Source: an optimization exercise on an open RTL-to-GDS flow (aim: small area). Production flows keep margins and buffers that such runs may drop.
No run shown here included a check of the RTL's function; only the layout flow was run.
No activity file was given, so power comes from the tool's default toggle rates.

## flow/design.v (module list and top-level ports; edited modules follow where they fit)
// module regmap: 701 lines
module regmap #(
    parameter ADDR_W = 32,
    parameter DATA_W = 32,
    parameter STRB_W = DATA_W / 8
)(
    input clk,
    input rst,
    output [31:0] csr_sampl_num_val_out,
    output [15:0] csr_area0_start_val_out,
    output [15:0] csr_area1_start_val_out,
    output [15:0] csr_area2_start_val_out,
    output [15:0] csr_area0_end_val_out,
    output [15:0] csr_area1_end_val_out,
    output [15:0] csr_area2_end_val_out,
    output  csr_buf_ctrl_spec_req_out,
    output  csr_buf_ctrl_area_req_out,
    output [7:0] csr_acc_start_val_out,
    output [7:0] csr_acc_stop_val_out,
    output [15:0] csr_adc_th_val_out,
    output [2:0] csr_adc_filter_window_size_out,
    output  csr_adc_filter_bypass_out,
    output [3:0] csr_bline_ctrl_averagings_out,
    output  csr_bline_ctrl_auto_baseline_out,
    output [15:0] csr_bline_manual_val_out,
    output [15:0] csr_bline_acc_val_out,
    output [5:0] csr_bline_trend_delay_val_out,
    input csr_bline_actual_val_en,
    input [14:0] csr_bline_actual_val_in,
    output  csr_gate_ctrl_hysteresis_en_out,
    output  csr_gate_ctrl_pileup_reject_out,
    output [5:0] csr_gate_ctrl_pre_trigger_out,
    output  csr_dump_ctrl_enable_out,
    output [10:0] csr_dump_ctrl_samples_out,
    output [15:0] csr_pileup_acc_val_out,
    output [5:0] csr_pileup_trend_delay_val_out,
    input csr_pileup_actual_val_en,
    input  csr_pileup_actual_val_in,
    output  csr_pileup_cnt_ctrl_frame_rst_out,
    output  csr_pileup_cnt_ctrl_pileup_cnt_rst_out,
    input [31:0] csr_pileup_cnt_val_in,
    output [15:0] csr_count_th_0_val_out,
    input csr_count_val_0_val_en,
    input [31:0] csr_count_val_0_val_in,
    output [15:0] csr_count_th_1_val_out,
    input csr_count_val_1_val_en,
    input [31:0] csr_count_val_1_val_in,
    input [7:0] csr_ver_val_in,
    input [7:0] csr_sub_val_in,
    input [7:0] csr_rev_val_in,
    input  [ADDR_W-1:0] axil_awaddr,
    input  [2:0]        axil_awprot,
    input               axil_awvalid,
    output              axil_awready,
    input  [DATA_W-1:0] axil_wdata,
    input  [STRB_W-1:0] axil_wstrb,
    input               axil_wvalid,
    output              axil_wready,
    output [1:0]        axil_bresp,
    output              axil_bvalid,
    input               axil_bready,
    input  [ADDR_W-1:0] axil_araddr,
    input  [2:0]        axil_arprot,
    input               axil_arvalid,
    output              axil_arready,
    output [DATA_W-1:0] axil_rdata,
    output [1:0]        axil_rresp,
    output              axil_rvalid,
    input               axil_rready
);
  // ...
==> flow/run.sh <==
#!/bin/bash
# synth_recipe.tcl (not shown) runs the flow's synth.tcl, then flattens the netlist and writes it again
# the make line also repeats each setting of config.mk as NAME=value (left out here)
make -C /OpenROAD-flow-scripts/flow DESIGN_CONFIG=/design/flow/config.mk WORK_HOME=/design/flow/orfs CLKGATE_MAP_FILE= SYNTH_SCRIPT=/design/flow/synth_recipe.tcl finish
==> flow/config.mk <==
export PLATFORM = sky130hd
export DESIGN_NAME = regmap
export DESIGN_NICKNAME = regmap
export VERILOG_FILES = /design/flow/design.v
export SDC_FILE = /design/flow/constraint.sdc
export NUM_CORES = 4
export LEC_CHECK = 0
export CAP_MARGIN = 20
export CORE_MARGIN = 2
export CORE_UTILIZATION = 40
export SLEW_MARGIN = 20
==> flow/constraint.sdc <==
create_clock -name core_clock -period 5.0 [get_ports {clk}]
set_input_delay 1.0000 -clock core_clock [delete_from_list [all_inputs] [get_ports {clk}]]
set_output_delay 1.0000 -clock core_clock [all_outputs]
set_load 0.01 [all_outputs]
==> flow_metrics.tcl, run 1 <==
set metrics [dict create \
    fin_util_pct 58.5 \
    synth.avg_cell_area_um2 9.84 \
    synthSimpleGateAreaFrac_pct 18.7 \
    numPortBuffers 568 \
    max_freq_ghz 0.252 \
    finalMaxSlewViolations 0 \
    buf_share_pct 23.9 \
    routed-wl-met3_um 8260 \
    whs_ps 457 \
    diodes 5 \
    num-nonclk-buffers 646 \
    rows 78 \
    crit_arrival_ps 4290 \
    dp_cells 2964 \
    synth_mux_area_share_pct 10.9 \
    clk_share_pct 6.14 \
    cts_resized 0 \
    synth-edff-count 75 \
    clkPwrFrac_pct 45.2 \
    multi_input_area_um2 8080 \
    ctsRootBufferMaster "clkbuf_16" \
    maxSlewHeadroom_pct 30.6 \
    nFlopsAndLatches 447 \
    power.density_nw_per_um2 305 \
    grt_pass1_wl_um 119000 \
    grt_max_degree 120 \
    crit_cells 8 \
    worst_slew_pin_slew_ps 1040 \
    status "timing/DRC/antenna clean" \
    nNonClkInverters 8 \
    synth_top_family_by_area "simple AND/OR/NAND/NOR gates" \
    drc_errors 0 \
    slowest_delay_ps 780 \
]
==> run 2, diff against run 1 <==
==> flow/flow/run.sh (new file) <==
#!/bin/bash
# Standard ORFS layout, with two changes:
#  - port buffers are sky130_fd_sc_hd__buf_1 instead of the default buffer_ports choice;
#  - CTS does not insert dummy loads.
set -euo pipefail
export BUFFER_PORTS_ARGS="-buffer_cell sky130_fd_sc_hd__buf_1"
export CTS_ARGS="-sink_clustering_enable -repair_clock_nets -dont_use_dummy_load"
bash standard.sh > standard_flow.log 2>&1
==> flow/standard.sh (new file) <==
#!/bin/bash
# synth_recipe.tcl (not shown) runs the flow's synth.tcl, then flattens the netlist and writes it again
# the make line also repeats each setting of config.mk as NAME=value (left out here)
make -C /OpenROAD-flow-scripts/flow DESIGN_CONFIG=/design/flow/config.mk WORK_HOME=/design/flow/orfs CLKGATE_MAP_FILE= SYNTH_SCRIPT=/design/flow/synth_recipe.tcl "${@:-finish}"
removed: flow/run.sh
==> run 2 against run 1 <==
Largest power group unchanged. Cell count shrank 1.7%. Sequential power about the same. Still clean on timing, DRC and antenna. Combinational power decreased by 29%. Via count fell by 1.2%. Global-route usage is 1.0 points lower. Clock skew rose by 25 ps. Critical path depth decreased by 1. Flip-flop and latch count stayed put. Clock power shrank 14%. Cell area decreased by 15%. Wire length fell by 2.8%. Largest cell class unchanged. Synthesized area did not move. Critical endpoint is now rdata_q[6].
==> flow_metrics.tcl, run 2 <==
set metrics [dict create \
    fin_util_pct 49.6 \
    post-cts-setup-buffer-count 0 \
    crit_chain "and4_1 -> nand2_1 -> mux2i_1 -> nand2_1 -> a222oi_1 -> nand4_1 -> or4_1" \
    synth_area_leader_cell "dfxtp_1" \
    skew_ps 44.4 \
    power.density_nw_per_um2 329 \
    hold_buffers 0 \
    antenna_left 0 \
    final_cell_mix "565 x buf_1, 372 x dfxtp_1, 251 x nand2_1" \
    p_leak_nw 8.04 \
    synth-edff-count 75 \
    antenna_found_initial 2 \
    dieArea_um2 47600 \
    synthTopCellsByArea "dfxtp_1 41%, edfxtp_1 12%, mux2i_1 6.0%" \
    worst-path-max-fanout 20 \
    regArea_um2 9700 \
    firstDrtPassIters 6 \
    max_freq_ghz 0.244 \
    die_w_um 218 \
    worst_slew_pin_slew_ps 1120 \
    rr_worst_depth 7 \
    cp.required_ps 5320 \
    final_common_cell "buf_1" \
    clock_latency_ps 590 \
    hold_viol 0 \
    gp_congestion 0.974 \
    synth-seq-cells 447 \
    nFillCells 4393 \
    io_pins 579 \
    seq_area_frac_synth_pct 52.8 \
    htreeDepth 2 \
    crit_path_frequent_cell "nand2_1" \
    ctsRootBufferMaster "clkbuf_16" \
    synth_top_area_share_pct 40.5 \
    maxCapViolCount 0 \
    area_growth_pct 22.7 \
    reg2reg_from "awflag" \
    mappedNetlistArea_um2 18400 \
    multi_input_area_um2 8080 \
    yosysMostFrequentCell "dfxtp_1" \
    drt-total-wl_um 83800 \
    drc_errors 0 \
    slowest_delay_ps 1000 \
    final_cells 3009 \
    numCtsBuffers 50 \
    grtUsageTotal_pct 33.6 \
    holdPathStages 2 \
    synth_commonest_cells "372 x dfxtp_1, 251 x nand2_1, 159 x nand3_1" \
    rsz0062_at_grt "false" \
    cts_tree "done" \
    cts_resized 0 \
    finalMaxSlewViolations 0 \
    die_h_um 218 \
    drive_above_1_share_pct 10.3 \
    layout_min_cycle_time_ps 4090 \
    hold_path_startpoint "count_val_1_val_q_v" \
    numPortBuffers 568 \
    ys.flop_type "dfxtp_1" \
    grt_max_degree 141 \
    grt_pass1_wl_um 116000 \
    gr-total-overflow 0 \
    status "timing/DRC/antenna clean" \
    crit_arrival_ps 4410 \
    dp_cells 2957 \
    dpl.hpwl_um 61100 \
    wire_per_inst_um 27.8 \
    clk_transition_reported_paths_ps 60 \
    nets 2662 \
    totalNegativeSetupSlack_ps 0 \
    worstSetupPathType "reg2reg" \
    worstSetupStartpoint "awflag" \
    start_util_pct 40.5 \
    rows 78 \
    core_um2 45400 \
    cts_buffer_depth 3 \
    drt_iter0_markers 1935 \
    synthArstFlopShare_pct 0 \
    min_period_over_period_pct 81.9 \
    cp_slowest_cell "and4_1" \
    maxSlewHeadroom_pct 25.1 \
    vdd_drop_max_mv 0.235 \
    via_per_inst 5.93 \
    finalSetupViolations 0 \
    hp-class "reg2reg" \
    clock-sinks 447 \
    syn_inst 1866 \
    synth.distinct_cells 61 \
    cp-end-kind "flop" \
    critPathLaunchType "flop" \
    synth.avg_cell_area_um2 9.84 \
    grt_pass1_vias 17077 \
    yosys_warnings 1 \
    via_count 17854 \
]
[run 2: metal layers]
metal / vias to the layer above / part of all wire, % / track usage, %
li1: 7899 / - / -
met1: 8680 / 40 / 44.1
met2: 1091 / 47 / 54.6
met3: 184 / 9.2 / 6.24
met4: 0 / 3.8 / 13.4
met5: - / 0 / 0
[run 2: report_power, final]
part	internal, mW	switching [mW]
Sequential	3.79	0.0989
Clock	1.74	1.39
Combinational	0.142	0.245
Total	5.67	1.73
[run 2: metrics by stage]
stage	cell area, µm²	hold WS (ps)	setup WS [ps]	power, mW
CTS	22500	455	911	7.44
global placement	21300	435	978	4.34
floorplan	18400	421	1910	4.12
detailed placement	21300	443	962	4.34
finish	22500	454	906	7.41
global route	22500	465	747	7.60
[run 2: area by class of cell]
| class | instances | area share (%) |
|---|---|---|
| multi-input combinational | 1263 | 35.9 |
| tap | 600 | 3.33 |
| clock buffer | 50 | 5.55 |
| antenna | 2 | 0.0222 |
| timing repair buffer | 639 | 12.0 |
| sequential | 447 | 43.1 |
| inverter | 8 | 0.133 |
[run 2: final timing paths]
check | endpoint | slack, ps
min | count_val_1_val_q_v | 450
max | rdata_q[6] | 910
min reg2reg | count_val_1_val_q_v | 450
max reg2reg | rdata_q[6] | 910
[run 2: cells by family (layout without fill, tap and decap cells)]
family | after synthesis | after routing | share of synthesized area (%)
DFF | 447 | 447 | 52.8
other | 1 | 6 | 0.0204
AOI/OAI and AO/OA | 372 | 372 | 13.8
buffers and inverters | 159 | 697 | 3.73
muxes | 190 | 190 | 10.9
and+or+nand+nor | 697 | 697 | 18.7
[run 2: critical path, delay by kind of cell (launching register included)]
family	cells	cell delay (ps)
AO/OA/AOI/OAI	1	350
flip-flops	1	520
multiplexers	1	340
AND/OR/NAND/NOR	5	2580

-- separate check: timing with driven ports --
In the flow no input, the clock included, has a driving cell. The finished layouts below were timed again as built, in two steps.
Step 1: set_driving_cell puts a clkbuf_16 on clk and a buf_2 on each other input, an assumption about the parent block.
Step 2 adds t to the input delays and takes it off the output delays; t is the mean of the earliest and latest rising clock arrival at the registers after step 1. Input paths then give back, and output paths get back, about the clock's delay inside the block.
Slacks: ideal ports / drivers / drivers and shift; pairs: ideal ports / drivers.
run | t, ns | setup WS [ns] | latest minus earliest clock arrival (ns) | worst data-port slew with drivers (ns) | pins driven straight from the clock port
run 1 | 0.646 | 1.037 / 1.037 / 0.516 | 0.022 / 0.022 | 0.16 | 1
run 2 | 0.633 | 0.906 / 0.906 / 0.895 | 0.051 / 0.051 | 0.11 | 1
After both steps setup and hold are still met in every run listed. The setup slack of run 1, which loses most, moves by 0.000 ns with the drivers and by -0.521 ns with both steps.
